Source: an optimization exercise on an open RTL-to-GDS flow (aim: small area, a short achievable clock period and few clock cycles). Production flows keep margins and buffers that such runs may drop. At most, simulation tests tie the RTL to the original design; equivalence was not proved. Power figures rest on the tool's default switching activity, not on a simulated workload.

== P ==
==> flow/design.v (excerpt) <==
module LASER(CLK, RST, X, Y, C1X, C1Y, C2X, C2Y, DONE);
input CLK, RST;
input [3:0] X, Y;
output reg DONE;
output [3:0] C1X, C1Y, C2X, C2Y;
reg rq;
reg [3:0] xq;
reg [15:0] m0;
reg [15:0] m2;
reg [15:0] m3;
reg [15:0] m4;
reg [15:0] m5;
reg [15:0] m6;
reg [15:0] m7;
reg [15:0] m8;
reg [15:0] m9;
reg [15:0] m10;
reg [15:0] m11;
reg [15:0] m12;
reg [15:0] m13;
reg [15:0] m14;
reg [5:0] u;
wire [2:0] ph = u[2:0];
reg we, keep, cut, v6, v5, upd, last1, clr;
reg [3:0] yo;    
wire [5:0] un = (rq | (u == 6'd59)) ? 6'd63 : u + 6'd1;
wire [15:0] pdec = we ? (16'd1 << yo) : 16'd0;
always @(posedge CLK) begin
  rq <= RST;
  xq <= X;
  yo <= Y - {ph, 1'b0} - 4'd4;
  u <= un;
  we    <= ~RST & (un <= 6'd39);
  keep  <= ~RST & (un <= 6'd54);
  cut   <= (un >= 6'd40) & (un <= 6'd47);
  v6    <= (un[2:0] <= 3'd6);
  v5    <= (un[2:0] <= 3'd5);
  upd   <= ~RST & (un >= 6'd43) & (un <= 6'd58);
  last1 <= (un == 6'd50);
  clr   <= RST | (un == 6'd63);
end
localparam [7:0] E0_0 = 8'b11111010, E0_1 = 8'b01111111;
wire [1:0] wr0 = m0[1:0] & ~({2{cut}} & {E0_1[ph], E0_0[ph]});
always @(posedge CLK) m0 <= (keep ? {wr0, m0[15:2]} : 16'd0) | ((xq == 4'd0) ? pdec : 16'd0);
localparam [7:0] E2_0 = 8'b01110111, E2_1 = 8'b10101111;
wire [1:0] wr2 = m2[1:0] & ~({2{cut}} & {E2_1[ph], E2_0[ph]});
always @(posedge CLK) m2 <= (keep ? {wr2, m2[15:2]} : 16'd0) | ((xq == 4'd2) ? pdec : 16'd0);
localparam [7:0] E3_0 = 8'b01110111, E3_1 = 8'b10101111;
wire [1:0] wr3 = m3[1:0] & ~({2{cut}} & {E3_1[ph], E3_0[ph]});
  ...
clock: 6.0 ns
lec_check: 0
abc_area: 1
cap_margin: 20
core_margin: 2
core_utilization: 40
cts_buf_list: sky130_fd_sc_hd__clkbuf_16
cts_cluster_diameter: 150
cts_cluster_size: 20
setup_slack_margin: 3.7
slew_margin: 20
run.sh (not shown) runs the stock make flow with config.mk's settings and CLKGATE_MAP_FILE= SYNTH_SCRIPT=/design/flow/synth_recipe.tcl, a recipe that flattens the netlist after the stock synthesis.
Input changes introduced in Q (baseline for comparison: P):
diff --git a/flow/design.v b/flow/design.v
--- a/flow/design.v
+++ b/flow/design.v
@@ -339,22 +339,22 @@
 wire sa6_s83 = sa6_c81 ^ sa6_s82;
 wire sa6_c83 = sa6_c81 & sa6_s82;
 wire sa6_s84 = e14[2] ^ sa6_c82 ^ sa6_c83;
 wire sa6_c84 = (e14[2] & sa6_c82) | (e14[2] & sa6_c83) | (sa6_c82 & sa6_c83);
 always @(posedge CLK) begin
   sc[0] <= {sa0_c36, sa0_s36, sa0_s35, sa0_s33, sa0_s30};
   sc[1] <= {sa1_c44, sa1_s44, sa1_s43, sa1_s41, sa1_s39};
   sc[2] <= {sa2_c53, sa2_s53, sa2_s52, sa2_s50, sa2_s47};
   sc[3] <= {sa3_c62, sa3_s62, sa3_s61, sa3_s59, sa3_s56};
   sc[4] <= {sa4_c71, sa4_s71, sa4_s70, sa4_s68, sa4_s65};
-  sc[5] <= {1'd0, sa5_s79, sa5_s78, sa5_s76, sa5_s74};
-  sc[6] <= {1'd0, sa6_c84, sa6_s84, sa6_s83, sa6_s81};
+  sc[5] <= {sa5_c79, sa5_s79, sa5_s78, sa5_s76, sa5_s74};
+  sc[6] <= {1'b0, sa6_c84, sa6_s84, sa6_s83, sa6_s81};
 end
 function gt5(input [4:0] a, input [4:0] b);
   reg [4:0] e;
   begin
     e = a ~^ b;
     gt5 = (a[4] & ~b[4]) | (e[4] & a[3] & ~b[3]) | (e[4] & e[3] & a[2] & ~b[2]) |
           (e[4] & e[3] & e[2] & a[1] & ~b[1]) | (e[4] & e[3] & e[2] & e[1] & a[0] & ~b[0]);
   end
 endfunction
 wire g01 = gt5(sc[1], sc[0]), g23 = gt5(sc[3], sc[2]), g45 = gt5(sc[5], sc[4]);
Notes after the runs:
- Q vs P: leakage power of the design down in Q
- Changes observed in Q relative to P: total die area flat; detailed placer's ending HPWL increased about 1.7%.
- P -> Q: cell area after layout flat
- Row final critical-path required period: Q lower / P higher
- Diff Q..P | utilization after layout | negligible
- Measured slew at the worst slew-check pin, Q and P: larger value in P
- On total routed wirelength, Q and P are basically level.
Testbench counts of Q, summed over its fixed seeds: cycles 15,608.
Function not checked in P: the RTL went through the layout flow alone.

[re-timing with driven ports]
How much do the figures lean on ideal ports? The routed layouts below were timed once more, with nothing changed but the port constraints. Step 1 assumes that a clkbuf_16 drives the clock port and a buf_2 every other input. Step 2 also shifts input and output timing later by t, the mid clock arrival at the registers, as if the neighbouring blocks saw the same clock. Slacks: no drivers / after step 1 / after step 2; pairs: no drivers / after step 1.
run | t (ns) | setup slack, ns | worst setup path after step 2
P | 0.561 | 3.739 / 3.689 / 3.255 | input to register
Q | 0.560 | 3.744 / 3.695 / 3.245 | input to register
After both steps every run listed still meets setup and hold. For Q, which loses most, drivers alone change the setup slack by -0.049 ns; drivers and shift together by -0.499 ns.
